Source: an optimization exercise on an open RTL-to-GDS flow (aim: small area, a short achievable clock period and few clock cycles per item). Production flows keep margins and buffers that such runs may drop. Only simulation tests tie the RTL to the original design; equivalence was not proved. No activity file was given, so power comes from the tool's default toggle rates.

### flow/config.mk
export PLATFORM = sky130hd
export DESIGN_NAME = rsa_wrapper
export DESIGN_NICKNAME = rsa_wrapper
export VERILOG_FILES = /design/flow/design.v
export SDC_FILE = /design/flow/constraint.sdc
export NUM_CORES = 8
export LEC_CHECK = 0
export CAP_MARGIN = 30
export CORE_MARGIN = 2
export CORE_UTILIZATION = 35
export SETUP_SLACK_MARGIN = 5
export SLEW_MARGIN = 50
### flow/constraint.sdc
create_clock -name core_clock -period 9.0 [get_ports {clk}]
set_input_delay 1.8000 -clock core_clock [delete_from_list [all_inputs] [get_ports {clk}]]
set_output_delay 1.8000 -clock core_clock [all_outputs]
set_load 0.01 [all_outputs]
### flow/design.v
`timescale 1ns / 1ps
`timescale 1ns / 1ps
module rsa_core (
    input  wire         clk,
    input  wire         rst,
    input  wire         start,
    input  wire         enc,
    input  wire [2:0]   ph,       
    input  wire [64:0]  exp_t,    
    input  wire [64:0]  msg_t1,   
    input  wire [64:0]  r2_t1,    
    input  wire [511:0] nmod,
    output reg          finish,
    output wire [511:0] result);
    localparam W  = 515;    
    localparam CW = 65;     
    localparam ST_IDLE  = 4'd0;
    localparam ST_LDA   = 4'd1;
    localparam ST_LDX   = 4'd2;
    localparam ST_PRIM1 = 4'd3;
    localparam ST_PRIM2 = 4'd4;
    localparam ST_ITER  = 4'd5;
    localparam ST_CNV   = 4'd6;
    localparam ST_WAIT  = 4'd7;
    localparam ST_ONE   = 4'd8;
    localparam ST_CORR  = 4'd9;
    localparam ST_ALN   = 4'd10;
    localparam ST_PRIM0 = 4'd11;
    localparam ST_WAIT2 = 4'd12;
    localparam OP_C1  = 3'd0;   
    localparam OP_C2  = 3'd1;   
    localparam OP_SQ  = 3'd2;   
    localparam OP_MU  = 3'd3;   
    localparam OP_FIN = 3'd4;   
    reg [3:0] st;
    reg [2:0] op;      
    reg [2:0] nop;     
    reg [2:0] k;
    reg [7:0] it;
    reg [7:0] fi;
    reg       first;
    reg [519:0] A;
    reg [519:0] X;
    reg [W-1:0] S;
    reg [W-1:0] C;
    reg         cl;
    reg         cy;
    reg [11:0]  lo12;  
    reg [7:0]   blo;   
    assign result = A[511:0];
    wire iter  = (st == ST_ITER);
    wire cnv   = (st == ST_CNV);
    wire chain = cnv && (op == OP_C1 || op == OP_SQ || op == OP_MU);
    wire prim0 = (st == ST_PRIM0) || (chain && k == 3'd5);
    wire prim1 = (st == ST_PRIM1) || (chain && k == 3'd6);
    wire prim2 = (st == ST_PRIM2) || (chain && k == 3'd7);
    wire cnv_a = (op != OP_C1);
    wire cnv_x = (op == OP_C1) || (op == OP_C2);
    reg [2:0] ecc;
    reg [6:0] eco;
    reg       ebit, ebv, scanning, found;
    wire      eb_now = exp_t[eco];
    wire      ehere  = (ph == ecc);
    wire      ezero  = (ecc == 3'd0) && (eco == 7'd0);
    wire [2:0] ecc_m = (eco == 7'd0) ? ecc - 3'd1 : ecc;
    wire [6:0] eco_m = (eco == 7'd0) ? 7'd64 : eco - 7'd1;
    reg          src_a, src_one, byp;
    wire [515:0] Abits = {A[513], A[513], A[513:0]};
    wire [515:0] Xbits = {X[513], X[513], X[513:0]};
    wire         fi_ok   = (fi <= 8'd128);
    wire [3:0]   ga = Abits[4*fi +: 4];
    wire [3:0]   gx = Xbits[4*fi +: 4];
    wire [3:0]   glo = (fi[1:0] == 2'd0) ? lo12[3:0] : (fi[1:0] == 2'd1) ? lo12[7:4] : lo12[11:8];
    reg  [3:0]   gfa, gfx, gfl;
    reg          fok_d, f0_d, flo_d;
    wire         gsign = src_a ? A[513] : X[513];
    wire [3:0]   gsel = !fok_d ? {4{gsign & ~src_one}} :
                        src_one ? {3'b000, f0_d} :
                        (byp && flo_d) ? gfl :
                        src_a ? gfa : gfx;
    reg       gn3;    
    wire       gp   = prim1 ? 1'b0 : gn3;
    wire       e0s1 = gsel[0] ^ gp;
    wire       e0s2 = (gsel[1] & ~gsel[0] & ~gp) | (~gsel[1] & gsel[0] & gp);
    wire       e0n  = gsel[1] & ~(gsel[0] & gp);
    wire       e1s1 = gsel[2] ^ gsel[1];
    wire       e1s2 = (gsel[3] & ~gsel[2] & ~gsel[1]) | (~gsel[3] & gsel[2] & gsel[1]);
    wire       e1n  = gsel[3] & ~(gsel[2] & gsel[1]);
    wire [7:0] ep0  = (({8{e0s1}} & blo) | ({8{e0s2}} & {blo[6:0], 1'b0})) ^ {8{e0n}};
    wire [7:0] ep1  = (({8{e1s1}} & blo) | ({8{e1s2}} & {blo[6:0], 1'b0})) ^ {8{e1n}};
    reg n0s1, n0s2, n0n, n1s1, n1s2, n1n;
    reg [3:0] K0;       
    reg [1:0] K1;       
    reg [7:0] pa_r;     
    reg a0s1, a0s2, a0n, a1s1, a1s2, a1n;
    reg q0p1, q0m1, q0p2, q1p1, q1m1, q1p2;    
    wire [515:0] B  = {A[513], A[513], A[513:0]};
    wire [513:0] Mx = {2'b00, nmod};
    wire [513:0] Mn = ~Mx;
    wire [515:0] pa0r = (({516{a0s1}} & B) | ({516{a0s2}} & {B[514:0], 1'b0})) ^ {516{a0n}};
    wire [515:0] pa0  = {~pa0r[515], pa0r[514:0]};
    wire [515:0] pa1r = (({516{a1s1}} & B) | ({516{a1s2}} & {B[514:0], 1'b0})) ^ {516{a1n}};
    wire [515:0] pa1  = {~pa1r[515], pa1r[514:0]};
    wire [513:0] pq0l = ({514{q0p1}} & Mx) | ({514{q0m1}} & {Mn[513:1], 1'b1}) | ({514{q0p2}} & {Mx[512:0], 1'b0});
    wire [515:0] pq0  = first ? {~q0m1, q0m1, pq0l} : {1'b0, ~q0m1, pq0l};
    wire [513:0] pq1l = ({514{q1p1}} & Mx) | ({514{q1m1}} & {Mn[513:1], 1'b1}) | ({514{q1p2}} & {Mx[512:0], 1'b0});
    wire [515:0] pq1  = {1'b0, ~q1m1, pq1l};
    wire [515:0] xs  = {1'b0, S};
    wire [515:0] xc  = {1'b0, C};
    wire [515:0] sa  = xs ^ xc ^ pa0;
    wire [515:0] ca  = (xs & xc) | (xs & pa0) | (xc & pa0);
    wire [517:0] pq0x = {2'b00, pq0};
    wire [517:0] pa1x = {pa1, a1n, 1'b0};
    wire [517:0] pq1x = {pq1, a1n, 1'b0};
    wire [517:0] sb  = pq0x ^ pa1x ^ pq1x;
    wire [517:0] cb  = (pq0x & pa1x) | (pq0x & pq1x) | (pa1x & pq1x);
    wire [517:0] sax = {2'b00, sa};
    wire [517:0] cax = {1'b0, ca, cl};
    wire [517:0] sc  = sax ^ cax ^ sb;
    wire [517:0] cc  = (sax & cax) | (sax & sb) | (cax & sb);
    wire [518:0] scx = {1'b0, sc};
    wire [518:0] ccx = {cc, 1'b0};
    wire [518:0] cbx = {cb, a0n};
    wire [518:0] sd  = scx ^ ccx ^ cbx;
    wire [518:0] cd  = (scx & ccx) | (scx & cbx) | (ccx & cbx);
    wire [W-1:0] s_nx  = sd[518:4];
    wire [W-1:0] c_nx  = cd[517:3];
    wire         cl_nx = (|sd[3:0]) | (|cd[2:0]);
    reg  [7:0] p1_r;
    wire [7:0] m8   = nmod[7:0];
    wire [7:0] q1m8 = {({6{q1p1}} & m8[5:0]) | ({6{q1m1}} & {~m8[5:1], 1'b1}) | ({6{q1p2}} & {m8[4:0], 1'b0}), 2'b00};
    wire [7:0] x1 = S[7:0] ^ C[7:0] ^ p1_r;
    wire [7:0] y1 = {(S[6:0] & C[6:0]) | (S[6:0] & p1_r[6:0]) | (C[6:0] & p1_r[6:0]), cl};
    wire [7:0] x2 = x1 ^ y1 ^ q1m8;
    wire [7:0] y2 = {(x1[6:0] & y1[6:0]) | (x1[6:0] & q1m8[6:0]) | (y1[6:0] & q1m8[6:0]), 1'b0};
    wire [7:0] g  = x2 & y2;
    wire [7:0] p  = x2 ^ y2;
    wire       g10 = g[1] | (p[1] & g[0]);
    wire       g32 = g[3] | (p[3] & g[2]);
    wire       p32 = p[3] & p[2];
    wire       c4  = g32 | (p32 & g10);
    wire       c5  = g[4] | (p[4] & c4);
    wire       g54 = g[5] | (p[5] & g[4]);
    wire       p54 = p[5] & p[4];
    wire       c6  = g54 | (p54 & c4);
    wire       c7  = g[6] | (p[6] & c6);
    wire [3:0] Zt  = {p[7] ^ c7, p[6] ^ c6, p[5] ^ c5, p[4] ^ c4};
    wire [3:0] Z4  = {4{iter}} & Zt;
    wire [3:0] mp1  = m8[3:0];
    wire [3:0] mm1  = {~m8[3:1], 1'b1};
    wire [3:0] mp2  = {m8[2:0], 1'b0};
    wire [7:0] M8m1 = {~m8[7:1], 1'b1};
    wire [7:0] M8p2 = {m8[6:0], 1'b0};
    wire [2:0] q1tab [0:15];
    wire [2:0] q0tab [0:3];
    wire [7:0] p1tab [0:3];
    genvar z;
    generate
        for (z = 0; z < 16; z = z + 1) begin : g_qt
            wire [3:0] e   = z + K0;
            wire       t0p1 = e[0] & (e[1] ^ nmod[1]);
            wire       t0m1 = e[0] & ~(e[1] ^ nmod[1]);
            wire       t0p2 = e[1] & ~e[0];
            wire [3:0] qm  = ({4{t0p1}} & mp1) | ({4{t0m1}} & mm1) | ({4{t0p2}} & mp2);
            wire [3:0] w   = e + qm;
            wire [1:0] l   = w[3:2] + K1;
            assign q1tab[z] = {l[0] & (l[1] ^ nmod[1]), l[0] & ~(l[1] ^ nmod[1]), l[1] & ~l[0]};
            if (z < 4) begin : g_q0
                assign q0tab[z] = {t0p1, t0m1, t0p2};
                assign p1tab[z] = pa_r + (({8{t0p1}} & m8) | ({8{t0m1}} & M8m1) | ({8{t0p2}} & M8p2));
            end
        end
    endgenerate
    wire [2:0] q0n = q0tab[Z4[1:0]];
    wire [2:0] q1n = q1tab[Z4];
    wire [7:0] p1n = ({8{Z4[1:0] == 2'd0}} & p1tab[0]) | ({8{Z4[1:0] == 2'd1}} & p1tab[1]) |
                     ({8{Z4[1:0] == 2'd2}} & p1tab[2]) | ({8{Z4[1:0] == 2'd3}} & p1tab[3]);
    wire [CW:0] sum = {1'b0, S[CW-1:0]} + {1'b0, C[CW-1:0]} + {{CW{1'b0}}, cy};
    reg  ld_r2, ld_msg, ld_a;
    reg  [7:0] nsel;     
    wire [519:0]  nme = {8'b0, nmod};
    reg  [CW-1:0] nch;
    integer j;
    always @(*) begin
        nch = {CW{1'b0}};
        for (j = 0; j < 8; j = j + 1)
            nch = nch | ({CW{nsel[j]}} & nme[CW*j +: CW]);
    end
    wire [CW-1:0] s_ld = ({CW{ld_a}} & A[2*CW-1:CW]);
    wire [CW-1:0] c_ld = ({CW{ld_r2}} & r2_t1) | ({CW{ld_msg}} & msg_t1) | nch;
    reg  zneg;           
    wire a_we = (st == ST_LDA) || (st == ST_ONE) || ((st == ST_CORR) && zneg) || (cnv && cnv_a);
    wire x_we = (st == ST_LDX) || (cnv && cnv_x);
    always @(posedge clk) begin
        if (a_we) A <= {sum[CW-1:0], A[519:CW]};
        if (x_we) X <= {sum[CW-1:0], X[519:CW]};
        if (iter && it == it_last)                     cy <= cl_nx;
        else if (st == ST_WAIT && !scanning && !found) cy <= 1'b1;
        else                                           cy <= sum[CW];
        if (cnv && k == 3'd0) lo12 <= sum[11:0];
        if (cnv && k == 3'd7) zneg <= sum[513 - 7*CW];
        if (cnv && k == 3'd0 && cnv_a) blo <= sum[7:0];
        else if (!(cnv && cnv_a))      blo <= A[7:0];
        if (iter) begin
            S  <= s_nx;
            C  <= c_nx;
            cl <= cl_nx;
        end else begin
            S  <= {{CW{1'b0}}, S[W-1:2*CW], S[2*CW-1:CW] | s_ld};
            C  <= {{CW{1'b0}}, C[W-1:2*CW], C[2*CW-1:CW] | c_ld};
            cl <= 1'b0;
        end
    end
    always @(posedge clk) begin
        a0s1 <= n0s1; a0s2 <= n0s2; a0n <= n0n;
        a1s1 <= n1s1; a1s2 <= n1s2; a1n <= n1n;
        {q0p1, q0m1, q0p2} <= q0n;
        {q1p1, q1m1, q1p2} <= q1n;
        p1_r <= p1n;
        gfa  <= ga;
        gfx  <= gx;
        gfl  <= glo;
        fok_d <= fi_ok;
        f0_d  <= (fi == 8'd0);
        flo_d <= (fi < 8'd3);
        gn3  <= gsel[3];
        n0s1 <= e0s1; n0s2 <= e0s2; n0n <= e0n;
        n1s1 <= e1s1; n1s2 <= e1s2; n1n <= e1n;
        K0   <= ep0[3:0] + {3'd0, e0n};
        K1   <= ep1[1:0] + {1'b0, e1n};
        pa_r <= ep0 + {7'd0, e0n} + {ep1[5:0], 2'b00} + {5'd0, e1n, 2'b00};
        fi   <= (prim0 || prim1 || prim2 || iter) ? fi + 8'd1 : 8'd0;
        src_a   <= (cnv ? nop : op) == OP_SQ;
        src_one <= (cnv ? nop : op) == OP_FIN;
        byp     <= cnv && (((cnv ? nop : op) == OP_SQ) ? cnv_a : cnv_x);
        first <= prim2;
    end
    wire [7:0] it_last = (op == OP_C2) ? 8'd253 : 8'd128;
    reg [3:0] st_n;
    reg [2:0] k_n;
    always @(*) begin
        st_n = st;
        k_n  = k;
        case (st)
        ST_IDLE:  if (start) st_n = ST_ALN;
        ST_ALN:   if (ph == 3'd7) begin st_n = ST_LDA; k_n = 3'd0; end
        ST_LDA:   begin k_n = k + 3'd1; if (k == 3'd7) st_n = ST_LDX; end
        ST_LDX:   begin k_n = k + 3'd1; if (k == 3'd7) st_n = ST_PRIM0; end
        ST_PRIM0: st_n = ST_PRIM1;
        ST_PRIM1: st_n = ST_PRIM2;
        ST_PRIM2: st_n = ST_ITER;
        ST_ITER:  if (it == it_last) begin st_n = ST_CNV; k_n = 3'd0; end
        ST_CNV: begin
            k_n = k + 3'd1;
            if (k == 3'd7) begin
                if (op == OP_C2)        st_n = ST_WAIT;
                else if (op == OP_FIN)  st_n = ST_CORR;
                else                    st_n = ST_ITER;
            end
        end
        ST_WAIT: if (!scanning) begin
            if (!found) begin st_n = ST_ONE; k_n = 3'd0; end
            else st_n = ST_WAIT2;
        end
        ST_WAIT2: st_n = ST_PRIM0;
        ST_ONE, ST_CORR: begin k_n = k + 3'd1; if (k == 3'd7) st_n = ST_IDLE; end
        default: st_n = ST_IDLE;
        endcase
        if (rst) st_n = ST_IDLE;
    end
    always @(posedge clk) begin
        st <= st_n;
        k  <= k_n;
        ld_r2  <= ((st == ST_IDLE) && start && (ph == 3'd6)) ||
                  ((st == ST_ALN) && (ph == 3'd6)) ||
                  ((st == ST_ALN) && (ph == 3'd7)) ||
                  ((st == ST_LDA) && (k <= 3'd5));
        ld_msg <= ((st == ST_LDA) && (k == 3'd6)) || ((st == ST_LDA) && (k == 3'd7)) ||
                  ((st == ST_LDX) && (k <= 3'd5));
        ld_a   <= (cnv && (op == OP_FIN) && (k >= 3'd6)) || ((st == ST_CORR) && (k <= 3'd5));
        nsel   <= ((cnv && (op == OP_FIN) && (k == 3'd6)) ? 8'b00000001 : 8'b0) |
                  ((cnv && (op == OP_FIN) && (k == 3'd7)) ? 8'b00000010 : 8'b0) |
                  (((st == ST_CORR) && (k <= 3'd5)) ? (8'b00000100 << k) : 8'b0);
    end
    always @(posedge clk) begin
        finish <= 1'b0;
        if (rst) begin
            scanning <= 1'b0;
        end else begin
            if (scanning && ehere) begin
                if (eb_now) begin
                    scanning <= 1'b0;
                    found    <= 1'b1;
                end else if (ezero) begin
                    scanning <= 1'b0;
                    found    <= 1'b0;
                end else begin
                    ecc <= ecc_m;
                    eco <= eco_m;
                end
            end
            if (!scanning && !ebv && ehere) begin
                ebit <= eb_now;
                ebv  <= 1'b1;
            end
            case (st)
            ST_IDLE: begin
                if (start) begin
                    scanning <= 1'b1;
                    found    <= 1'b0;
                    ebv      <= 1'b1;
                    ecc      <= enc ? 3'd0 : 3'd7;
                    eco      <= enc ? 7'd15 : 7'd56;
                end
            end
            ST_LDX: if (k == 3'd6) op <= OP_C1;
            ST_PRIM2: it <= 8'd0;
            ST_ITER: begin
                it <= it + 8'd1;
                if (it == it_last) begin
                    case (op)
                    OP_C1: nop <= OP_C2;
                    OP_SQ, OP_MU: begin
                        if (op == OP_SQ && ebit) begin
                            nop <= OP_MU;
                        end else if (ezero) begin
                            nop <= OP_FIN;
                        end else begin
                            ecc <= ecc_m;
                            eco <= eco_m;
                            ebv <= 1'b0;
                            nop <= OP_SQ;
                        end
                    end
                    default: nop <= op;
                    endcase
                end
            end
            ST_CNV: begin
                if (k == 3'd7) begin
                    it <= 8'd0;
                    if (op != OP_FIN && op != OP_C2) begin
                        op <= nop;
                    end
                end
            end
            ST_WAIT: begin
                if (!scanning && found) begin
                    if (ezero) begin
                        op <= OP_FIN;
                    end else begin
                        ecc <= ecc_m;
                        eco <= eco_m;
                        ebv <= 1'b0;
                        op  <= OP_SQ;
                    end
                end
            end
            ST_ONE, ST_CORR: if (k == 3'd7) finish <= 1'b1;
            default: ;
            endcase
        end
    end
endmodule
`timescale 1ns / 1ps
module rsa_wrapper #(parameter N = 512, parameter LOGN = 9)
(
    input           clk,
    input           resetn,
    input  [  31:0] arm_to_fpga_cmd,
    input           arm_to_fpga_cmd_valid,
    output          fpga_to_arm_done,
    input           fpga_to_arm_done_read,
    input           arm_to_fpga_data_valid,
    output          arm_to_fpga_data_ready,
    input  [N-1:0] arm_to_fpga_data,
    output          fpga_to_arm_data_valid,
    input           fpga_to_arm_data_ready,
    output [N-1:0] fpga_to_arm_data);
    reg st_idle, st_rd, st_wr, st_comp, st_done;
    reg [2:0] slot;
    wire cmd_go   = st_idle & arm_to_fpga_cmd_valid;
    wire start    = cmd_go & arm_to_fpga_cmd[0];
    wire core_fin;
    always @(posedge clk) begin
        if (resetn == 1'b0) begin
            st_idle <= 1'b1;
            st_rd   <= 1'b0;
            st_wr   <= 1'b0;
            st_comp <= 1'b0;
            st_done <= 1'b0;
            slot    <= 3'd0;
        end else begin
            if (cmd_go) begin
                st_idle <= 1'b0;
                case (arm_to_fpga_cmd[1:0])
                    2'd0:    st_rd   <= 1'b1;
                    2'd2:    st_wr   <= 1'b1;
                    default: st_comp <= 1'b1;
                endcase
            end
            if (rd_ready & arm_to_fpga_data_valid) begin
                st_rd   <= 1'b0;
                st_done <= 1'b1;
                slot    <= (slot == 3'd4) ? 3'd0 : slot + 3'd1;
            end
            if (st_wr & fpga_to_arm_data_ready) begin
                st_wr   <= 1'b0;
                st_done <= 1'b1;
            end
            if (st_comp & core_fin) begin
                st_comp <= 1'b0;
                st_done <= 1'b1;
            end
            if (st_done & fpga_to_arm_done_read) begin
                st_done <= 1'b0;
                st_idle <= 1'b1;
            end
        end
    end
    reg  [2:0]   ph;
    reg  [2:0]   lc;
    reg  [519:0] msg_r, exp_r, r2_r;
    reg  [N-1:0] nmod;
    wire [519:0] din_e  = {8'b0, arm_to_fpga_data};
    wire [64:0]  dchunk = din_e[65*ph +: 65];
    wire         ring_slot = (slot != 3'd2) && (slot != 3'd3);
    wire         rd_ready  = st_rd & (~ring_slot | (lc == 3'd7));
    always @(posedge clk) begin
        if (resetn == 1'b0) ph <= 3'd0;
        else                ph <= ph + 3'd1;
        if (st_rd && arm_to_fpga_data_valid) lc <= lc + 3'd1;
        else if (!st_rd)                     lc <= 3'd0;
        msg_r <= {(st_rd && slot == 3'd0) ? dchunk : msg_r[64:0], msg_r[519:65]};
        exp_r <= {(st_rd && slot == 3'd1) ? dchunk : exp_r[64:0], exp_r[519:65]};
        r2_r  <= {(st_rd && slot == 3'd4) ? dchunk : r2_r[64:0],  r2_r[519:65]};
        if (st_rd && slot == 3'd2) nmod <= arm_to_fpga_data;
    end
    rsa_core core (
        .clk    (clk),
        .rst    (~resetn),
        .start  (start),
        .enc    (~arm_to_fpga_cmd[1]),
        .ph     (ph),
        .exp_t  (exp_r[64:0]),
        .msg_t1 (msg_r[129:65]),
        .r2_t1  (r2_r[129:65]),
        .nmod   (nmod),
        .finish (core_fin),
        .result (fpga_to_arm_data));
    assign fpga_to_arm_done       = st_done;
    assign arm_to_fpga_data_ready = rd_ready;
    assign fpga_to_arm_data_valid = st_wr;
endmodule
### flow/run.sh
#!/bin/bash
# synth_recipe.tcl (not shown) runs the flow's synth.tcl, then flattens the netlist and writes it again
# the make line also repeats each setting of config.mk as NAME=value (left out here)
make -C /OpenROAD-flow-scripts/flow DESIGN_CONFIG=/design/flow/config.mk WORK_HOME=/design/flow/orfs CLKGATE_MAP_FILE= SYNTH_SCRIPT=/design/flow/synth_recipe.tcl finish
==> results of run 1 <==
## layout make-up
class / count / area share, %
antenna: 196 / 0.178
clock buffer: 625 / 4.87
clock inverter: 251 / 1.06
inverter: 2660 / 3.65
multi-input combinational: 11800 / 40.3
sequential: 4291 / 37.1
tap: 8671 / 3.94
timing repair buffer: 2300 / 8.90
timing repair inverter: 3 / 0.00955
## where the power goes
group	leakage [nW]	internal (mW)	switching, mW
sequential	36.9	23.6	2.41
combinational	67.4	32.3	51.2
clock	7.96	11.6	9.00
total	112	67.5	62.6
## layer usage
metal,GRT usage [%],part of all wire [%],vias up
met5,0.254,0.092,-
met1,39.8,34,89300
li1,-,-,70800
met3,11.8,13,3273
met2,46.8,40,14500
met4,33.5,12,106
## sequential cells by signal, summed over array words and instances (netlist names), 6 cells and up
register   cells
core.C       515
core.it        8
nmod         512
core.fi        8
core.eco       7
core.lo12     12
core.pa_r      6
r2_r         520
core.A       520
exp_r        520
core.nsel      8
core.blo       8
core.S       514
core.p1_r      8
msg_r        520
core.X       520
## cells in the final DEF (no fill, tap or decap), drive strengths merged, types with 18 or more instances in the layout
cell type      Yosys  layout
edfxtp          1606    1606
and4              20      20
clkinv             0     149
mux4             475     475
a21o              57      57
clkdlybuf4s15      0      62
xnor2            649     649
fa              2078    2078
and3             145     145
buf              718    1249
diode              0     196
a31oi             35      35
ha               174     174
nand3             88      88
o21ai            373     373
dlygate4sd2        0     231
nand2           2743    2743
dfxtp           2685    2685
bufinv             0      36
nand4             19      19
and2              20      20
a221oi          1038    1038
clkdlybuf4s50      0     721
a21oi            290     290
o211ai            25      25
xor2             579     579
nor2            1212    1212
inv             2660    2711
mux2i             89      89
a22oi           1188    1188
nand2b            27      27
clkbuf          1023     643
clkinvlp           0      18
nor2b             34      34
a2111oi           43      43
a222oi            57      57
nor3              35      35
o21bai            21      21
a22o              65      65
## cells by family (layout without fill, tap and decap cells)
kind of cell             after synthesis  count (layout)  synth area share (%)
AND/OR/NAND/NOR                     4394            4394                  7.67
XOR/XNOR                            1232            1232                  4.74
buffers and inverters               4401            5839                  8.07
AO/OA/AOI/OAI                       3303            3303                  10.8
multiplexers                         576             576                  5.13
other                                  0             196                     0
adder cells (fa/ha/maj)             2252            2252                  19.1
flip-flops                          4291            4291                  44.5
## final timing paths
check                      from           endpoint  cells past startpoint  slack (ps)
max reg2reg   core.C[2]$_DFF_P_  core.q1p2$_DFF_P_                     19        4630
min reg2reg  exp_r[125]$_DFF_P_  exp_r[60]$_DFF_P_                      0         230
max           core.C[2]$_DFF_P_  core.q1p2$_DFF_P_                     19        4630
min          exp_r[125]$_DFF_P_  exp_r[60]$_DFF_P_                      0         230
## Yosys cell counts (20+ instances only)
cell type,number,area share [%]
a22o_1,65,0.25
and4_1,20,0.076
a21o_1,57,0.19
nand3_1,88,0.19
mux4_2,466,4.6
a221oi_1,1036,4.0
clkbuf_1,1021,1.7
and3_1,145,0.40
nand2b_1,27,0.074
o21ai_0,370,0.81
xor2_1,577,2.2
buf_4,513,1.7
edfxtp_1,1606,21
buf_1,168,0.27
a2111oi_0,42,0.16
o21bai_1,21,0.069
ha_1,174,0.95
mux2i_1,88,0.38
o211ai_1,25,0.082
a31oi_1,35,0.095
nor2_1,1211,2.0
a222oi_1,57,0.25
inv_1,2657,4.3
nor3_1,34,0.074
a22oi_1,1187,3.9
fa_1,2078,18
nand2_1,2742,4.5
buf_2,34,0.074
nor2b_1,34,0.093
a21oi_1,288,0.63
dfxtp_1,2685,23
xnor2_1,648,2.5
## metrics by stage
| step | utilization (%) | hold slack, ps | area, um^2 | setup WS, ps |
|---|---|---|---|---|
| after floorplan | - | 310 | 229000 | 4060 |
| after global placement | 37.5 | 309 | 245000 | 3260 |
| after detailed placement | 38.4 | 312 | 251000 | 3740 |
| after CTS | 41.8 | 232 | 273000 | 4630 |
| after global routing | 42.0 | 250 | 275000 | 4460 |
| final | 42.1 | 232 | 275000 | 4630 |
## timing repair
action | CTS | global route
buffers inserted | 524 | 42
resized for setup | 745 | 138
setup endpoints to repair | 1463 | 330
pin swaps | 53 | 52
hold buffers | 0 | 0
gates cloned | 18 | 8
==> flow_summary.yaml, run 1 <==
power:
  power_mw: 130
  vdd_drop_max_mv: 0.305
  power_density_nw_per_um2: 473
  p_leak_nw: 112
synthesis:
  yosysWarningCount: 2
  dominantRegCellSynth: "dfxtp_1"
  syn_nets: 23300
  synth_seq_cells: 4291
  synth_edf_count: 1606
  syn_inst: 20400
  yosysSeqAreaShare_pct: 44.5
  ys_types: 102
  syn_area_per_cell_um2: 11.2
  syn_area_um2: 229000
  synth_async_sr_flop_share_pct: 0
layout:
  area_growth_pct: 19.9
  multi_input_area_um2: 111000
  layout-drive-gt1-share_pct: 13.3
  instances_no_fill: 30800
  nets: 24300
  register_area_um2: 102000
  fillers: 61500
clock_network:
  clk_pin_slew_worst_paths_ps: 60
  numCtsBuffers: 463
  cts_buffer_depth: 4
  htreeDepth: 5
  clock-sinks: 4291
  cts_root_buf: "clkbuf_16"
  insertion_delay_ps: 1170
  cts_tree: "built"
global_routing:
  grt.total_usage_pct: 33.7
  grt_max_degree: 152
  grt_pass1_vias: 171000
  antenna_found_initial: 274
  grt_overflow_total: 0
  grt_pass1_wl_um: 1520000
floorplanning:
  ios: 1065
  coreArea_um2: 654000
  dieArea_um2: 662000
  die_w_um: 813
  start_util_pct: 35.1
  row_count: 297
  die_h_um: 813
drt:
  vias_per_cell: 5.79
  wl_um: 1150000
  vias: 178000
  firstDrtPassIters: 10
  drtAntennaViolNets: 0
  drt_iter0_markers: 27700
  drcViolationCount: 0
  wire_per_inst_um: 37.4
timing:
  rsz0062_at_grt: "yes"
  worst_slew_pin_slew_ps: 857
  slew_viol_final: 0
  timing.final.crit_share_pct: 48.6
  relSlewSlack_pct: 42.9
  timing.fmax_ghz: 0.229
  finalHoldViolations: 0
  finalCriticalPeriod_ps: 4370
  fin_setup_tns_ps: 0
  setup_viol: 0
  fin_skew_ps: 131
place:
  hpwl_um: 843000
  portBuffers: 1034
  place_inst: 29100
  globalplace.congestion: 0.990
min_path:
  hold_path_class: "flip-flop to flip-flop"
critical_path:
  cpLargestDelayFamily: "adder cells"
  path_class: "flip-flop to flip-flop"
  worst_setup_path_start_kind: "flip-flop"
  critical-path-max-stage-delay_ps: 560
  crit_path_end_kind: "flip-flop"
  cp.required_ps: 9970
  crit_arrival_ps: 5350
  crit_buf_inv: 5
  critPathSlowestCell: "fa_1"
  worstPathCellList: "fa_1 > inv_1 > fa_1 > inv_2 > ha_4 > a41o_1 > a21oi_2 > o21bai_1 > a21oi_2 > fa_2 > xnor3_2 > xor2_4 > buf_12 > buf_4 > buf_8 > xor2_1 > nor4_2 > nor3_1 > a31oi_1"
  worstPathMaxFanout: 5
run_status:
  status: "timing/DRC/antenna clean"
job:
  drv_cap: 0
Testbench counts, summed over its fixed seeds: cycles 450,699, ops 12.
==> run 2, diff against run 1 <==
--- a/flow/design.v
+++ b/flow/design.v
@@ -60,6 +60,10 @@
     reg [6:0] eco;
     reg       ebit, ebv, scanning, found;
-    wire      eb_now = exp_t[eco];
-    wire      ehere  = (ph == ecc);
+    reg       eb_now, eh_r, pchg;
+    wire      ehere = eh_r && !pchg;
+    always @(posedge clk) begin
+        eb_now <= exp_t[eco];
+        eh_r   <= (ph == ecc);
+    end
     wire      ezero  = (ecc == 3'd0) && (eco == 7'd0);
     wire [2:0] ecc_m = (eco == 7'd0) ? ecc - 3'd1 : ecc;
@@ -134,17 +138,12 @@
     wire [7:0] x2 = x1 ^ y1 ^ q1m8;
     wire [7:0] y2 = {(x1[6:0] & y1[6:0]) | (x1[6:0] & q1m8[6:0]) | (y1[6:0] & q1m8[6:0]), 1'b0};
-    wire [7:0] g  = x2 & y2;
-    wire [7:0] p  = x2 ^ y2;
+    wire [3:0] g  = x2[3:0] & y2[3:0];
+    wire [3:0] p  = x2[3:0] ^ y2[3:0];
     wire       g10 = g[1] | (p[1] & g[0]);
     wire       g32 = g[3] | (p[3] & g[2]);
     wire       p32 = p[3] & p[2];
     wire       c4  = g32 | (p32 & g10);
-    wire       c5  = g[4] | (p[4] & c4);
-    wire       g54 = g[5] | (p[5] & g[4]);
-    wire       p54 = p[5] & p[4];
-    wire       c6  = g54 | (p54 & c4);
-    wire       c7  = g[6] | (p[6] & c6);
-    wire [3:0] Zt  = {p[7] ^ c7, p[6] ^ c6, p[5] ^ c5, p[4] ^ c4};
-    wire [3:0] Z4  = {4{iter}} & Zt;
+    wire [3:0] H0  = x2[7:4] + y2[7:4];
+    wire [3:0] H1  = H0 + 4'd1;
     wire [3:0] mp1  = m8[3:0];
     wire [3:0] mm1  = {~m8[3:1], 1'b1};
@@ -172,8 +171,9 @@
         end
     endgenerate
-    wire [2:0] q0n = q0tab[Z4[1:0]];
-    wire [2:0] q1n = q1tab[Z4];
-    wire [7:0] p1n = ({8{Z4[1:0] == 2'd0}} & p1tab[0]) | ({8{Z4[1:0] == 2'd1}} & p1tab[1]) |
-                     ({8{Z4[1:0] == 2'd2}} & p1tab[2]) | ({8{Z4[1:0] == 2'd3}} & p1tab[3]);
+    wire [2:0] q0n = !iter ? q0tab[0] : c4 ? q0tab[H1[1:0]] : q0tab[H0[1:0]];
+    wire [2:0] q1n = !iter ? q1tab[0] : c4 ? q1tab[H1] : q1tab[H0];
+    wire [1:0] Z2  = {2{iter}} & (c4 ? H1[1:0] : H0[1:0]);
+    wire [7:0] p1n = ({8{Z2 == 2'd0}} & p1tab[0]) | ({8{Z2 == 2'd1}} & p1tab[1]) |
+                     ({8{Z2 == 2'd2}} & p1tab[2]) | ({8{Z2 == 2'd3}} & p1tab[3]);
     wire [CW:0] sum = {1'b0, S[CW-1:0]} + {1'b0, C[CW-1:0]} + {{CW{1'b0}}, cy};
     reg  ld_r2, ld_msg, ld_a;
@@ -285,4 +285,5 @@
     always @(posedge clk) begin
         finish <= 1'b0;
+        pchg   <= 1'b0;
         if (rst) begin
             scanning <= 1'b0;
@@ -298,4 +299,5 @@
                     ecc <= ecc_m;
                     eco <= eco_m;
+                    pchg <= 1'b1;
                 end
             end
@@ -311,4 +313,5 @@
                     ebv      <= 1'b1;
                     ecc      <= enc ? 3'd0 : 3'd7;
+                    pchg     <= 1'b1;
                     eco      <= enc ? 7'd15 : 7'd56;
                 end
@@ -329,4 +332,5 @@
                             ecc <= ecc_m;
                             eco <= eco_m;
+                            pchg <= 1'b1;
                             ebv <= 1'b0;
                             nop <= OP_SQ;
@@ -352,4 +356,5 @@
                         ecc <= ecc_m;
                         eco <= eco_m;
+                        pchg <= 1'b1;
                         ebv <= 1'b0;
                         op  <= OP_SQ;
==> flow_summary.yaml, run 2 <==
run_status:
  status: "failed layout checks"
  failed_checks: "antenna violations"
floorplanning:
  row_count: 297
  die_w_um: 814
  die_h_um: 814
  coreArea_um2: 654000
  ios: 1065
  dieArea_um2: 663000
  start_util_pct: 35.1
global_routing:
  grt_pass1_wl_um: 1590000
  grt.met1_usage_pct: 41.1
  antenna_found_initial: 325
  grt-busiest-layer: "met2"
  met2_usage_pct: 48.6
  grt_overflow_total: 0
  grt_pass1_vias: 175000
  grt_max_degree: 141
  met3_usage_pct: 15.7
  grt.total_usage_pct: 35.6
timing:
  timing.final.crit_share_pct: 46.1
  setup_viol: 0
  timing.fmax_ghz: 0.241
  fin_setup_tns_ps: 0
  fin_skew_ps: 166
  rsz0062_at_grt: "yes"
  finalHoldViolations: 0
  relSlewSlack_pct: 35.0
  finalCriticalPeriod_ps: 4150
  worst_slew_pin_slew_ps: 972
  slew_viol_final: 0
  timing.final.ws_setup_ps: 4850
synthesis:
  syn_area_per_cell_um2: 11.2
  ys_types: 94
  yosysTopAreaCell: "dfxtp_1"
  synthTopCellsByArea: "dfxtp_1 23%, edfxtp_1 21%, fa_1 18%, mux4_2 4.7%, nand2_1 4.5%"
  yosysWarningCount: 2
  synth_seq_cells: 4294
  synth_async_sr_flop_share_pct: 0
  yosysSeqAreaShare_pct: 44.4
  syn_nets: 23300
  yosys-top-cells-count: "2755 x nand2_1, 2688 x dfxtp_1, 2666 x inv_1, 2077 x fa_1, 1606 x edfxtp_1"
  syn_area_um2: 230000
  synth_top_area_share_pct: 23.4
  yosysMostFrequentCell: "nand2_1"
  synth_edf_count: 1606
  syn_inst: 20500
  dominantRegCellSynth: "dfxtp_1"
clock_network:
  clk_pin_slew_worst_paths_ps: 60
  cts_buffer_depth: 4
  insertion_delay_ps: 1170
  htreeDepth: 5
  cts_root_buf: "clkbuf_16"
  clock-sinks: 4294
  numCtsBuffers: 463
  cts_tree: "built"
power:
  clkPwrFrac_pct: 15.2
  vdd_drop_max_mv: 0.405
  p_seq_share_pct: 19.3
  p_switching_mw: 65.6
  p_leak_nw: 113
  power_density_nw_per_um2: 485
  p_sw_share_pct: 48.9
  p_int_mw: 68.6
  combPwrFrac_pct: 65.5
place:
  portBuffers: 1034
  place_ws_ps: 3530
  globalplace.congestion: 1.04
  hpwl_um: 891000
drt:
  drtAntennaViolNets: 1
  wl_um: 1220000
  drcViolationCount: 0
  firstDrtPassIters: 17
  vias: 185000
  vias_per_cell: 5.98
  drt_iter0_markers: 30900
  wire_per_inst_um: 39.3
layout:
  area_growth_pct: 20.5
  final_cell_mix: "2747 x nand2_1, 2654 x inv_1, 2641 x dfxtp_1"
  layout-drive-gt1-share_pct: 13.6
  nets: 24400
  final_common_cell: "nand2_1"
critical_path:
  r2r_slack_ps: 4850
  crit_path_end_kind: "flip-flop"
  worstPathCellList: "buf_12 > mux4_2 > mux4_2 > mux4_2 > mux2i_1 > o21ai_0"
  worst_setup_path_start_kind: "flip-flop"
  crit_top_cell: "mux4_2"
  reg2reg_to: "core.gfa[1]$_DFF_P_"
  r2r_cells: 6
  cp.required_ps: 10000
  worstPathMaxFanout: 68
  critical-path-max-stage-delay_ps: 740
  reg2reg_from: "core.fi[1]$_SDFF_PN0_"
  cp_num_cells: 6
  critPathSlowestCell: "mux4_2"
  cpLargestDelayFamily: "multiplexers"
  crit_arrival_ps: 5150
  crit_buf_inv: 1
  path_class: "flip-flop to flip-flop"
job:
  drv_cap: 0
min_path:
  whs_path_depth: 0
  hold_end: "exp_r[104]$_DFF_P_"
  hold_path_class: "flip-flop to flip-flop"
  min_from: "exp_r[169]$_DFF_P_"
run 2: cell count changes after synthesis, moves of 13 or more:
cell / previous run / this run
and3_1: 145 / 23
and2_1: 19 / 146
a22o_1: 65 / 52
nand3_1: 88 / 68
a2111oi_0: 42 / 26
nor2b_1: 34 / 20
a31oi_1: 35 / 58
and4_1: 20 / 37
nand2_1: 2742 / 2755
buf_2: 34 / 20
a22oi_1: 1187 / 1207
run 2: kinds of logic after synthesis:
kind of cell,Yosys count,share of synthesized area (%)
muxes,583,5.15
DFF,4294,44.4
buffers and inverters,4388,8.02
and+or+nand+nor,4387,7.64
AOI/OAI and AO/OA,3333,10.9
xor gates and xnor gates,1236,4.79
adders and majority gates,2258,19.1
run 2: layout make-up:
type	instances	area, um^2
fillers	61600	377000
repair inverters	4	35.0
clock inverters	262	2960
inverters	2669	10100
flip-flops and latches	4294	102000
diodes	330	826
repair buffers	2372	25500
clock buffers	610	13100
multi-input cells	11800	111000
well taps	8671	10800
run 2: worst max path at each step:
stage,start,to
final,core.fi[1]$_SDFF_PN0_,core.gfa[1]$_DFF_P_
after global routing,core.C[4]$_DFF_P_,core.q1m1$_DFF_P_
after CTS,lc[0]$_SDFFCE_PN0P_,arm_to_fpga_data_ready
after detailed placement,core.K0[0]$_DFF_P_,core.q1p1$_DFF_P_
after global placement,core.q1m1$_DFF_P_,core.q1m1$_DFF_P_
after floorplan,core.st[1]$_SDFFE_PN0P_,core.X[0]$_DFFE_PP_
run 2: routing by layer:
| metal | wire (um) | vias to the layer above |
|---|---|---|
| met1 | 402000 | 92800 |
| met3 | 187000 | 4510 |
| met2 | 482000 | 16600 |
| met4 | 146000 | 126 |
| met5 | 1090 | - |
| li1 | - | 71300 |
run 2: what timing repair did:
item / in CTS / in global routing
hold endpoints to repair: 0 / 0
buffers inserted: 536 / 31
hold buffers: 0 / 0
setup endpoints to repair: 1480 / 447
resized for setup: 851 / 131
pin swaps: 53 / 45
cloned: 29 / 13
run 2: power groups by stage:
stage	clock network, mW	registers, mW	logic [mW]
floorplan	0	25.8	49.5
global placement	0	30.0	72.5
detailed placement	0	28.2	76.5
CTS	20.4	25.7	84.4
global route	21.2	25.9	94.9
finish	20.4	25.8	87.9
run 2: stage by stage:
step,cell area (um^2),util [%],hold WS [ps],power (mW),std cells
2_1_floorplan,230000,-,310,75.3,20500
3_3_place_gp,246000,37.6,310,103,28800
3_5_place_dp,251000,38.4,312,105,29200
4_1_cts,274000,41.9,283,131,30600
5_1_grt,276000,42.2,298,142,30700
6_report,277000,42.3,262,134,31000
Testbench counts of run 2, summed over its fixed seeds: cycles 450,699, ops 12.
==> run 3, diff against run 2 <==
--- a/flow/config.mk
+++ b/flow/config.mk
@@ -8,5 +8,5 @@
 export CAP_MARGIN = 30
 export CORE_MARGIN = 2
-export CORE_UTILIZATION = 35
+export CORE_UTILIZATION = 40
 export SETUP_SLACK_MARGIN = 5
 export SLEW_MARGIN = 50
==> flow_summary.yaml, run 3 <==
global_routing:
  grt_max_degree: 139
  grt_pass1_vias: 175000
  grt_pass1_wl_um: 1570000
  antenna_found_initial: 298
  grt_overflow_total: 0
  grt.total_usage_pct: 39.9
job:
  drv_cap: 0
critical_path:
  worstPathCellList: "a21bo_2 > a31o_4 > nor2b_4 > mux2_4 > a22oi_2 > xnor2_1 > ha_1 > ha_4 > a21o_1 > a21oi_2 > o21bai_1 > a21oi_2 > xnor2_2 > xnor2_2 > xnor2_1 > xnor2_1"
  worst_setup_path_start_kind: "flip-flop"
  crit_arrival_ps: 5160
  crit_top_cell: "xnor2_1"
  path_class: "flip-flop to flip-flop"
  critPathSlowestCell: "dfxtp_2"
  cp.required_ps: 10000
  crit_path_end_kind: "flip-flop"
  critical-path-max-stage-delay_ps: 720
  worstPathMaxFanout: 12
place:
  place_ws_ps: 3800
  place_inst: 28100
  globalplace.congestion: 1.07
  placed_cell_area_um2: 250000
  portBuffers: 1034
  hpwl_um: 871000
timing:
  fin_skew_ps: 107
  setup_viol: 0
  worst_slew_pin_slew_ps: 880
  timing.fmax_ghz: 0.240
  timing.final.ws_setup_ps: 4840
  timing.final.crit_share_pct: 46.2
  finalCriticalPeriod_ps: 4160
  fin_setup_tns_ps: 0
  hold_ws_ps: 266
  relSlewSlack_pct: 41.3
  finalHoldViolations: 0
  rsz0062_at_grt: "yes"
  slew_viol_final: 0
clock_network:
  clock-sinks: 4294
  cts_tree: "built"
  clk_pin_slew_worst_paths_ps: 60
  cts_root_buf: "clkbuf_16"
  cts_buffer_depth: 4
  insertion_delay_ps: 1150
  htreeDepth: 5
  numCtsBuffers: 462
layout:
  nets: 24500
  final_util_pct: 48.2
  fin_area_um2: 276000
  instances_no_fill: 29900
  layout-drive-gt1-share_pct: 13.8
  area_growth_pct: 20.1
  final_cell_mix: "2749 x nand2_1, 2658 x inv_1, 2633 x dfxtp_1"
  final_common_cell: "nand2_1"
  fillers: 51800
floorplanning:
  dieArea_um2: 580000
  coreArea_um2: 573000
  row_count: 278
  start_util_pct: 40.1
  ios: 1065
  die_w_um: 762
  die_h_um: 762
run_status:
  status: "timing/DRC/antenna clean"
power:
  power_mw: 133
  power_density_nw_per_um2: 484
  p_leak_nw: 113
  vdd_drop_max_mv: 0.389
synthesis:
  syn_area_um2: 230000
  yosysWarningCount: 2
  yosysTopAreaCell: "dfxtp_1"
  yosysSeqAreaShare_pct: 44.4
  dominantRegCellSynth: "dfxtp_1"
  syn_area_per_cell_um2: 11.2
  synthTopCellsByArea: "dfxtp_1 23%, edfxtp_1 21%, fa_1 18%, mux4_2 4.7%, nand2_1 4.5%"
  yosys-top-cells-count: "2755 x nand2_1, 2688 x dfxtp_1, 2666 x inv_1, 2077 x fa_1, 1606 x edfxtp_1"
  synth_edf_count: 1606
  syn_nets: 23300
  yosysMostFrequentCell: "nand2_1"
  ys_types: 94
  synth_seq_cells: 4294
  synth_top_area_share_pct: 23.4
  syn_inst: 20500
  synth_async_sr_flop_share_pct: 0
drt:
  drt_iter0_markers: 30900
  vias: 186000
  drtAntennaViolNets: 0
  vias_per_cell: 6.21
  wl_um: 1190000
  drcViolationCount: 0
  wire_per_inst_um: 39.9
  firstDrtPassIters: 10
min_path:
  hold_path_class: "flip-flop to flip-flop"
==> run 3: logic make-up after synthesis <==
family                     after synthesis  share of synthesized area [%]
adders and majority gates             2258                           19.1
DFF                                   4294                           44.4
muxes                                  583                           5.15
AOI/OAI and AO/OA                     3333                           10.9
xor gates and xnor gates              1236                           4.79
and+or+nand+nor                       4387                           7.64
buffers and inverters                 4388                           8.02
==> run 3: metal layers <==
metal	vias to the layer above	GRT usage (%)	share of wire, %
met5	-	0	0.16
met4	160	33.8	11
met3	4280	19.7	17
met2	16900	53.8	39
met1	93100	47.2	33
li1	71200	-	-
==> run 3: path summary, 6_finish.rpt <==
check                           slack, ps               from  cells past startpoint              endpoint
worst max-delay path                 4840   core.gn3$_DFF_P_                     16  core.pa_r[7]$_DFF_P_
worst min-delay path                  270  r2_r[240]$_DFF_P_                      0     r2_r[175]$_DFF_P_
worst max register to register       4840   core.gn3$_DFF_P_                     16  core.pa_r[7]$_DFF_P_
worst min register to register        270  r2_r[240]$_DFF_P_                      0     r2_r[175]$_DFF_P_
==> run 3: final cells by class <==
class                   count  area, um^2  area share [%]
diodes                    257         643           0.233
clock buffers             631       13500            4.90
clock inverters           238        2730           0.991
inverters                2669       10100            3.65
multi-input cells       11800      111000            40.3
flip-flops and latches   4294      102000            37.1
well taps                7560        9460            3.43
repair buffers           2433       25900            9.39
repair inverters            4        35.0          0.0127
==> run 3: worst max-delay path, delay by kind of cell, from the launching register on <==
| family | cells | cell delay [ps] |
|---|---|---|
| compound gates | 7 | 1480 |
| flops | 1 | 720 |
| xor+xnor | 5 | 710 |
| fa+ha+maj | 2 | 580 |
| mux | 1 | 320 |
| simple gates | 1 | 180 |
==> run 3: where the power goes <==
group | total (mW) | switching, mW | leakage (nW) | internal, mW
clock network | 20.5 | 8.98 | 7.94 | 11.5
logic | 87.1 | 53.5 | 68.1 | 33.5
registers | 25.9 | 2.32 | 36.9 | 23.6
total | 133 | 64.8 | 113 | 68.7
==> run 3: what timing repair did <==
item / 4_1_cts / 5_1_grt
endpoints found under the setup margin: 1520 / 381
buffers inserted: 543 / 67
hold buffers: 0 / 0
gates cloned: 25 / 9
pin swaps: 57 / 90
resized for setup: 725 / 210
hold endpoints to repair: 0 / 0
==> run 4, diff against run 3 <==
--- a/flow/design.v
+++ b/flow/design.v
@@ -33,7 +33,11 @@
     localparam OP_MU  = 3'd3;   
     localparam OP_FIN = 3'd4;   
+    localparam OP_P3  = 3'd5;   
+    localparam OP_M3  = 3'd6;   
     reg [3:0] st;
     reg [2:0] op;      
     reg [2:0] nop;     
+    reg       wf, nwf;     
+    reg       pre, npre;   
     reg [2:0] k;
     reg [7:0] it;
@@ -42,4 +46,5 @@
     reg [519:0] A;
     reg [519:0] X;
+    reg [519:0] X3;
     reg [W-1:0] S;
     reg [W-1:0] C;
@@ -51,9 +56,10 @@
     wire iter  = (st == ST_ITER);
     wire cnv   = (st == ST_CNV);
-    wire chain = cnv && (op == OP_C1 || op == OP_SQ || op == OP_MU);
+    wire chain = cnv && (op == OP_C1 || op == OP_SQ || op == OP_MU || op == OP_P3 || op == OP_M3);
     wire prim0 = (st == ST_PRIM0) || (chain && k == 3'd5);
     wire prim1 = (st == ST_PRIM1) || (chain && k == 3'd6);
     wire prim2 = (st == ST_PRIM2) || (chain && k == 3'd7);
-    wire cnv_a = (op != OP_C1);
+    wire cnv_a = (op != OP_C1) && (op != OP_P3);
+    wire cnv_3 = (op == OP_P3);
     wire cnv_x = (op == OP_C1) || (op == OP_C2);
     reg [2:0] ecc;
@@ -69,5 +75,11 @@
     wire [2:0] ecc_m = (eco == 7'd0) ? ecc - 3'd1 : ecc;
     wire [6:0] eco_m = (eco == 7'd0) ? 7'd64 : eco - 7'd1;
-    reg          src_a, src_one, byp;
+    reg       ebit1, ebv1, eb1_now, eh1_r;
+    wire      ehere1 = eh1_r && !pchg;
+    always @(posedge clk) begin
+        eb1_now <= exp_t[eco_m];
+        eh1_r   <= (ph == ecc_m);
+    end
+    reg          src_a, src_one, src_3, byp;
     wire [515:0] Abits = {A[513], A[513], A[513:0]};
     wire [515:0] Xbits = {X[513], X[513], X[513:0]};
@@ -76,11 +88,13 @@
     wire [3:0]   gx = Xbits[4*fi +: 4];
     wire [3:0]   glo = (fi[1:0] == 2'd0) ? lo12[3:0] : (fi[1:0] == 2'd1) ? lo12[7:4] : lo12[11:8];
-    reg  [3:0]   gfa, gfx, gfl;
+    wire [515:0] X3bits = {X3[513], X3[513], X3[513:0]};
+    wire [3:0]   g3 = X3bits[4*fi +: 4];
+    reg  [3:0]   gfa, gfx, gfl, gf3;
     reg          fok_d, f0_d, flo_d;
-    wire         gsign = src_a ? A[513] : X[513];
+    wire         gsign = src_a ? A[513] : src_3 ? X3[513] : X[513];
     wire [3:0]   gsel = !fok_d ? {4{gsign & ~src_one}} :
                         src_one ? {3'b000, f0_d} :
                         (byp && flo_d) ? gfl :
-                        src_a ? gfa : gfx;
+                        src_a ? gfa : src_3 ? gf3 : gfx;
     reg       gn3;    
     wire       gp   = prim1 ? 1'b0 : gn3;
@@ -195,4 +209,5 @@
         if (a_we) A <= {sum[CW-1:0], A[519:CW]};
         if (x_we) X <= {sum[CW-1:0], X[519:CW]};
+        if (cnv && cnv_3) X3 <= {sum[CW-1:0], X3[519:CW]};
         if (iter && it == it_last)                     cy <= cl_nx;
         else if (st == ST_WAIT && !scanning && !found) cy <= 1'b1;
@@ -220,4 +235,5 @@
         gfa  <= ga;
         gfx  <= gx;
+        gf3  <= g3;
         gfl  <= glo;
         fok_d <= fi_ok;
@@ -233,5 +249,6 @@
         src_a   <= (cnv ? nop : op) == OP_SQ;
         src_one <= (cnv ? nop : op) == OP_FIN;
-        byp     <= cnv && (((cnv ? nop : op) == OP_SQ) ? cnv_a : cnv_x);
+        src_3   <= (cnv ? nop : op) == OP_M3;
+        byp     <= cnv && (((cnv ? nop : op) == OP_SQ) ? cnv_a : ((cnv ? nop : op) == OP_M3) ? cnv_3 : cnv_x);
         first <= prim2;
     end
@@ -306,4 +323,8 @@
                 ebv  <= 1'b1;
             end
+            if (!scanning && !ebv1 && ehere1) begin
+                ebit1 <= eb1_now;
+                ebv1  <= 1'b1;
+            end
             case (st)
             ST_IDLE: begin
@@ -312,4 +333,5 @@
                     found    <= 1'b0;
                     ebv      <= 1'b1;
+                    ebv1     <= 1'b1;
                     ecc      <= enc ? 3'd0 : 3'd7;
                     pchg     <= 1'b1;
@@ -324,7 +346,22 @@
                     case (op)
                     OP_C1: nop <= OP_C2;
-                    OP_SQ, OP_MU: begin
-                        if (op == OP_SQ && ebit) begin
-                            nop <= OP_MU;
+                    OP_SQ, OP_P3, OP_MU, OP_M3: begin
+                        nwf  <= 1'b0;
+                        npre <= 1'b0;
+                        if (op == OP_SQ && pre) begin
+                            nop <= OP_P3;
+                        end else if (op == OP_SQ && wf) begin
+                            nop <= OP_M3;
+                        end else if ((op == OP_SQ || op == OP_P3) && ebit) begin
+                            if (!ezero && ebit1) begin
+                                ecc <= ecc_m;
+                                eco <= eco_m;
+                                pchg <= 1'b1;
+                                ebv <= 1'b0; ebv1 <= 1'b0;
+                                nop <= OP_SQ;
+                                nwf <= 1'b1;
+                            end else begin
+                                nop <= OP_MU;
+                            end
                         end else if (ezero) begin
                             nop <= OP_FIN;
@@ -333,5 +370,5 @@
                             eco <= eco_m;
                             pchg <= 1'b1;
-                            ebv <= 1'b0;
+                            ebv <= 1'b0; ebv1 <= 1'b0;
                             nop <= OP_SQ;
                         end
@@ -345,5 +382,7 @@
                     it <= 8'd0;
                     if (op != OP_FIN && op != OP_C2) begin
-                        op <= nop;
+                        op  <= nop;
+                        wf  <= nwf;
+                        pre <= npre;
                     end
                 end
@@ -357,6 +396,8 @@
                         eco <= eco_m;
                         pchg <= 1'b1;
-                        ebv <= 1'b0;
+                        ebv <= 1'b0; ebv1 <= 1'b0;
                         op  <= OP_SQ;
+                        pre <= 1'b1;
+                        wf  <= 1'b0;
                     end
                 end
@@ -431,8 +472,12 @@
     wire [64:0]  dchunk = din_e[65*ph +: 65];
     wire         ring_slot = (slot != 3'd2) && (slot != 3'd3);
-    wire         rd_ready  = st_rd & (~ring_slot | (lc == 3'd7));
+    reg          rd_ready;    
+    wire         st_rd_n   = (cmd_go & (arm_to_fpga_cmd[1:0] == 2'd0)) |
+                             (st_rd & ~(rd_ready & arm_to_fpga_data_valid));
+    wire [2:0]   lc_n      = !st_rd ? 3'd0 : arm_to_fpga_data_valid ? lc + 3'd1 : lc;
     always @(posedge clk) begin
         if (resetn == 1'b0) ph <= 3'd0;
         else                ph <= ph + 3'd1;
+ rd_ready <= resetn & st_rd_n & (~ring_slot | (lc_n == 3'd7));
         if (st_rd && arm_to_fpga_data_valid) lc <= lc + 3'd1;
         else if (!st_rd)                     lc <= 3'd0;
==> flow_summary.yaml, run 4 <==
drt:
  firstDrtPassIters: 12
  vias_per_cell: 6.07
  wl_um: 1240000
  drt_iter0_markers: 29700
  vias: 191000
  drtAntennaViolNets: 0
  wire_per_inst_um: 39.2
  drcViolationCount: 0
power:
  p_switching_mw: 57.7
  combPwrFrac_pct: 59.2
  p_leak_nw: 120
  power_density_nw_per_um2: 418
  p_sw_share_pct: 46.1
  vdd_drop_max_mv: 0.440
  clkPwrFrac_pct: 18.7
  p_seq_share_pct: 22.1
  p_int_mw: 67.5
global_routing:
  grt.total_usage_pct: 37.9
  grt_pass1_wl_um: 1630000
  antenna_found_initial: 275
  grt_overflow_total: 0
  grt_pass1_vias: 183000
  grt_max_degree: 121
synthesis:
  syn_inst: 21400
  syn_area_um2: 251000
  synth_async_sr_flop_share_pct: 0
  yosysSeqAreaShare_pct: 47.1
  yosysWarningCount: 2
  syn_nets: 24200
  yosysTopAreaCell: "edfxtp_1"
  synthTopCellsByArea: "edfxtp_1 26%, dfxtp_1 22%, fa_1 17%, mux4_2 5.8%, nand2_1 4.1%"
  synth_top_area_share_pct: 25.5
  syn_area_per_cell_um2: 11.7
  synth_seq_cells: 4827
  synth_edf_count: 2131
  yosys-top-cells-count: "2768 x nand2_1, 2696 x dfxtp_1, 2667 x inv_1, 2131 x edfxtp_1, 2077 x fa_1"
  yosysMostFrequentCell: "nand2_1"
  ys_types: 88
  dominantRegCellSynth: "dfxtp_1"
timing:
  relSlewSlack_pct: 41.0
  worst_slew_pin_slew_ps: 884
  finalHoldViolations: 0
  rsz0062_at_grt: "yes"
  fin_skew_ps: 84.5
  setup_viol: 0
  finalCriticalPeriod_ps: 4100
  timing.fmax_ghz: 0.244
  timing.final.crit_share_pct: 45.6
  slew_viol_final: 0
critical_path:
  critical-path-max-stage-delay_ps: 450
  cp.required_ps: 9890
  critPathSlowestCell: "dfxtp_1"
  reg2reg_from: "core.C[6]$_DFF_P_"
  crit_path_end_kind: "flip-flop"
  crit_arrival_ps: 4990
  path_class: "flip-flop to flip-flop"
  timing.critical_path.from: "core.C[6]$_DFF_P_"
  crit_top_cell: "o21ai_2"
  worstPathCellList: "ha_1 > a211oi_1 > nand3_4 > a32o_2 > buf_12 > nor2_2 > o21ai_2 > a31oi_4 > o21ai_2 > o41ai_2 > xnor2_2 > buf_6"
  worstPathMaxFanout: 5
  worst_setup_path_start_kind: "flip-flop"
job:
  drv_cap: 0
floorplanning:
  row_count: 290
  ios: 1065
  start_util_pct: 40.2
  die_h_um: 796
  dieArea_um2: 633000
  coreArea_um2: 624000
  die_w_um: 796
layout:
  nets: 25300
  final_common_cell: "nand2_1"
  area_growth_pct: 19.6
  instances_no_fill: 31600
  layout-drive-gt1-share_pct: 14.5
  final_util_pct: 48.0
  final_cell_mix: "2759 x nand2_1, 2658 x inv_1, 2648 x dfxtp_1"
min_path:
  min_from: "msg_r[189]$_DFF_P_"
  hold_path_class: "flip-flop to flip-flop"
clock_network:
  cts_tree: "built"
  numCtsBuffers: 543
  clock-sinks: 4827
  cts_buffer_depth: 4
  cts_root_buf: "clkbuf_16"
  clk_pin_slew_worst_paths_ps: 60
  htreeDepth: 6
  insertion_delay_ps: 1140
  ctsHoldBuffers: 0
run_status:
  status: "timing/DRC/antenna clean"
place:
  portBuffers: 1034
  hpwl_um: 886000
  globalplace.congestion: 1.07
  place_inst: 29600
==> run 4: changes by cell type after synthesis, sizes merged, moves of 18 or more <==
cell    before   now
nand3       68    92
edfxtp    1606  2131
o21ai      381   403
clkbuf    1030  1073
a211oi      12    30
and2       146    32
mux4       478   649
xnor2      644   664
buf        689   713
and3        23   145
==> run 4: worst max-delay path: cells and delay by family, from the launching register on <==
kind	cells	cell delay, ps
adders and majority gates	1	350
buffers and inverters	2	420
AOI/OAI and AO/OA	6	1890
and+or+nand+nor	2	540
xor gates and xnor gates	1	160
DFF	1	450
==> run 4: cells by family (layout without fill, tap and decap cells) <==
logic type / after synthesis / count (layout) / synth area share (%)
flops: 4827 / 4827 / 47.1
simple gates: 4477 / 4477 / 7.19
buf+inv: 4458 / 6015 / 7.45
compound gates: 3395 / 3395 / 10.1
fa+ha+maj: 2258 / 2258 / 17.5
xor+xnor: 1246 / 1246 / 4.43
mux: 756 / 756 / 6.27
other cells: 0 / 257 / 0
==> run 4: stage by stage <==
step | hold slack (ps) | cell area, um^2 | power [mW] | worst slack [ps] | TNS, ps
finish | 284 | 300000 | 125 | 4900 | 0
floorplan | 310 | 251000 | 69.8 | -4590 | -4521610
detailed placement | 312 | 272000 | 94.3 | 3540 | 0
CTS | 289 | 297000 | 122 | 4880 | 0
global route | 290 | 299000 | 132 | 4760 | 0
global placement | 310 | 267000 | 92.6 | 2960 | 0
==> run 4: path summary, 6_finish.rpt <==
| kind | to | depth (start not counted) | slack, ps |
|---|---|---|---|
| worst max register to register | core.X[506]$_DFFE_PP_ | 12 | 4900 |
| worst max-delay path | core.X[506]$_DFFE_PP_ | 12 | 4900 |
| worst min register to register | msg_r[124]$_DFF_P_ | 0 | 280 |
| worst min-delay path | msg_r[124]$_DFF_P_ | 0 | 280 |
==> run 4: timing repair <==
item,4_1_cts,5_1_grt
pin swaps,64,74
resized for setup,808,201
endpoints found under the hold margin,0,0
gates cloned,27,14
buffers inserted,518,66
endpoints found under the setup margin,1618,373
==> run 4: metal layers <==
layer  vias up  share of wire, %  GRT usage [%]
met4       124                10           31.7
met1     96600                35           46.5
met2     15900                40           52.0
met3      3569                15           15.3
li1      75300                 -              -
met5         -             0.070         0.0151
==> run 4: layout make-up <==
cell class | instances | area [um^2]
inverter | 2672 | 10100
multi-input combinational | 12100 | 117000
sequential | 4827 | 118000
timing repair buffer | 2341 | 25100
fill | 56100 | 324000
timing repair inverter | 4 | 35.0
tap | 8322 | 10400
clock buffer | 706 | 15100
antenna | 257 | 643
clock inverter | 292 | 3470
==> run 4: power groups by stage <==
stage | clock (mW) | combinational, mW | sequential [mW]
5_1_grt | 24.3 | 80.4 | 27.8
6_report | 23.4 | 74.1 | 27.7
3_5_place_dp | 0 | 64.4 | 29.9
4_1_cts | 23.4 | 70.9 | 27.6
2_1_floorplan | 0 | 41.9 | 27.9
3_3_place_gp | 0 | 61.3 | 31.4
Testbench counts of run 4, summed over its fixed seeds: cycles 402,877, ops 12.
==> run 5, diff against run 4 <==
--- a/flow/config.mk
+++ b/flow/config.mk
@@ -9,4 +9,6 @@
 export CORE_MARGIN = 2
 export CORE_UTILIZATION = 40
+export CTS_CLUSTER_DIAMETER = 150
+export CTS_CLUSTER_SIZE = 20
 export SETUP_SLACK_MARGIN = 5
 export SLEW_MARGIN = 50
==> flow_summary.yaml, run 5 <==
synthesis:
  syn_nets: 24200
  ys_types: 88
  dominantRegCellSynth: "dfxtp_1"
  yosysTopAreaCell: "edfxtp_1"
  yosysSeqAreaShare_pct: 47.1
  synth_seq_cells: 4827
  synth_top_area_share_pct: 25.5
  syn_inst: 21400
  syn_area_per_cell_um2: 11.7
  synthTopCellsByArea: "edfxtp_1 26%, dfxtp_1 22%, fa_1 17%, mux4_2 5.8%, nand2_1 4.1%"
  yosys-top-cells-count: "2768 x nand2_1, 2696 x dfxtp_1, 2667 x inv_1, 2131 x edfxtp_1, 2077 x fa_1"
  yosysMostFrequentCell: "nand2_1"
  synth_edf_count: 2131
  syn_area_um2: 251000
  yosysWarningCount: 2
  synth_async_sr_flop_share_pct: 0
layout:
  final_cell_mix: "2759 x nand2_1, 2656 x inv_1, 2647 x dfxtp_1"
  layout-drive-gt1-share_pct: 12.4
  nets: 25100
  area_growth_pct: 15.5
  fillers: 57000
  multi_input_area_um2: 117000
  final_common_cell: "nand2_1"
  register_area_um2: 118000
  instances_no_fill: 31100
critical_path:
  worstPathMaxFanout: 36
  critPathSlowestCell: "mux4_2"
  crit_path_end_kind: "flip-flop"
  endpoint: "core.gfa[2]$_DFF_P_"
  reg2reg_from: "core.fi[0]$_SDFF_PN0_"
  reg2reg_to: "core.gfa[2]$_DFF_P_"
  crit_arrival_ps: 4930
  path_class: "flip-flop to flip-flop"
  critical-path-max-stage-delay_ps: 810
  cp.required_ps: 9830
  r2r_cells: 7
  worst_setup_path_start_kind: "flip-flop"
  r2r_slack_ps: 4900
  timing.critical_path.from: "core.fi[0]$_SDFF_PN0_"
  worstPathCellList: "buf_12 > buf_16 > mux4_2 > mux4_2 > mux4_2 > mux2i_1 > o21ai_0"
  crit_top_cell: "mux4_2"
power:
  combPwrFrac_pct: 64.1
  clkPwrFrac_pct: 12.1
  p_int_mw: 60.5
  p_leak_nw: 115
  power_density_nw_per_um2: 401
  p_seq_share_pct: 23.8
  p_switching_mw: 55.6
  power_mw: 116
  vdd_drop_max_mv: 0.507
  p_sw_share_pct: 47.9
floorplanning:
  row_count: 290
  dieArea_um2: 633000
  die_w_um: 796
  start_util_pct: 40.2
  ios: 1065
  die_h_um: 796
  coreArea_um2: 624000
clock_network:
  clk_pin_slew_worst_paths_ps: 110
  htreeDepth: 5
  clock-sinks: 4827
  cts_buffer_depth: 4
  numCtsBuffers: 281
  cts_root_buf: "clkbuf_16"
  ctsHoldBuffers: 0
  insertion_delay_ps: 1060
  cts_tree: "built"
timing:
  worst_slew_pin_slew_ps: 859
  slew_viol_final: 0
  relSlewSlack_pct: 42.8
  timing.fmax_ghz: 0.244
  finalCriticalPeriod_ps: 4100
  rsz0062_at_grt: "yes"
  timing.final.ws_setup_ps: 4900
  hold_ws_ps: 294
  setup_viol: 0
  fin_setup_tns_ps: 0
  finalHoldViolations: 0
  fin_skew_ps: 73.2
  timing.final.crit_share_pct: 45.5
job:
  drv_cap: 0
global_routing:
  antenna_found_initial: 276
  grt_max_degree: 121
  grt_overflow_total: 0
  grt_pass1_wl_um: 1620000
  grt_pass1_vias: 180000
  grt.total_usage_pct: 37.6
drt:
  vias: 189000
  vias_per_cell: 6.08
  drtAntennaViolNets: 1
  wl_um: 1230000
  wire_per_inst_um: 39.6
  drt_iter0_markers: 29500
  drcViolationCount: 0
  firstDrtPassIters: 10
place:
  globalplace.congestion: 1.07
  place_ws_ps: 3540
  place_inst: 29600
  hpwl_um: 886000
  portBuffers: 1034
min_path:
  hold_path_class: "flip-flop to flip-flop"
run_status:
  failed_checks: "antenna violations"
  status: "failed layout checks"
run 5: through the flow:
step	util, %	area, um^2
CTS	45.9	286000
global route	46.3	289000
detailed placement	43.5	272000
finish	46.4	290000
floorplan	-	251000
global placement	42.8	267000
run 5: layout make-up:
cell class	count	area share, %
diodes	285	0.246
clock inverters	26	0.134
repair inverters	4	0.0121
clock buffers	452	2.68
multi-input cells	12100	40.3
well taps	8322	3.60
repair buffers	2343	8.71
flip-flops and latches	4827	40.8
inverters	2672	3.49
run 5: repair_timing:
action	CTS	global route
endpoints found under the hold margin	0	0
pin swaps	69	102
setup endpoints to repair	1601	423
gates cloned	27	15
gates resized for setup	675	221
buffers inserted	516	72
run 5: power groups by stage:
stage	clock [mW]	combinational (mW)	sequential [mW]
after CTS	14.1	70.7	27.6
after floorplan	0	41.9	27.9
after global routing	14.7	80.8	27.8
after detailed placement	0	64.4	29.9
after global placement	0	61.3	31.4
final	14.0	74.4	27.7
run 5: worst min path at each step:
stage | startpoint | end | slack (ps) | cells past startpoint
2_1_floorplan | core.n0n$_DFF_P_ | core.a0n$_DFF_P_ | 310 | 0
3_3_place_gp | msg_r[252]$_DFF_P_ | msg_r[187]$_DFF_P_ | 310 | 0
3_5_place_dp | core.n0s1$_DFF_P_ | core.a0s1$_DFF_P_ | 310 | 0
5_1_grt | exp_r[151]$_DFF_P_ | exp_r[86]$_DFF_P_ | 310 | 0
4_1_cts | r2_r[292]$_DFF_P_ | r2_r[227]$_DFF_P_ | 290 | 0
6_report | exp_r[151]$_DFF_P_ | exp_r[86]$_DFF_P_ | 290 | 0
run 5: kinds of logic after synthesis:
group                      Yosys count  share of synthesized area [%]
buffers and inverters             4458                           7.45
xor gates and xnor gates          1246                           4.43
muxes                              756                           6.27
DFF                               4827                           47.1
AOI/OAI and AO/OA                 3395                           10.1
adders and majority gates         2258                           17.5
and+or+nand+nor                   4477                           7.19
run 5: metal layers:
layer  part of all wire (%)  vias up  global-route usage, %
li1                       -    74500                      -
met1                     35    95300                   46.3
met2                     41    15500                   52.1
met3                     14     3366                   14.7
met4                     10      125                   30.6
met5                  0.070        -                      0
run 5: critical path: cells and delay by family, from the launching register on:
family / cells / cell delay (ps)
multiplexers: 4 / 2210
buffers and inverters: 2 / 650
flip-flops: 1 / 640
AO/OA/AOI/OAI: 1 / 210

[afterwards: timing with drivers on the ports]
The results above use ideal ports. As a check the final layouts listed here were re-extracted and re-timed, cells and wires unchanged. Step 1, drivers: a clkbuf_16 drives clk and a buf_2 each remaining input, both assumed. Step 2 adds t to the input delays and takes it off the output delays; t is the mean of the earliest and latest rising clock arrival at the registers after step 1. Input paths then give back, and output paths get back, about the clock's delay inside the block. Three values: no drivers, after step 1, after step 2; two values: the first two.
run | t, ns | slack for setup (ns) | worst register clock-pin slew, ns
run 1 | 1.242 | 4.627 / 4.627 / 4.484 | 0.08 / 0.08
run 2 | 1.227 | 4.854 / 4.770 / 4.387 | 0.07 / 0.07
run 3 | 1.242 | 4.841 / 4.764 / 4.406 | 0.08 / 0.08
run 4 | 1.243 | 4.900 / 4.780 / 4.460 | 0.07 / 0.07
run 5 | 1.173 | 4.904 / 4.776 / 4.511 | 0.11 / 0.11
For run 2, which loses most, drivers alone change the setup slack by -0.084 ns; drivers and shift together by -0.467 ns.
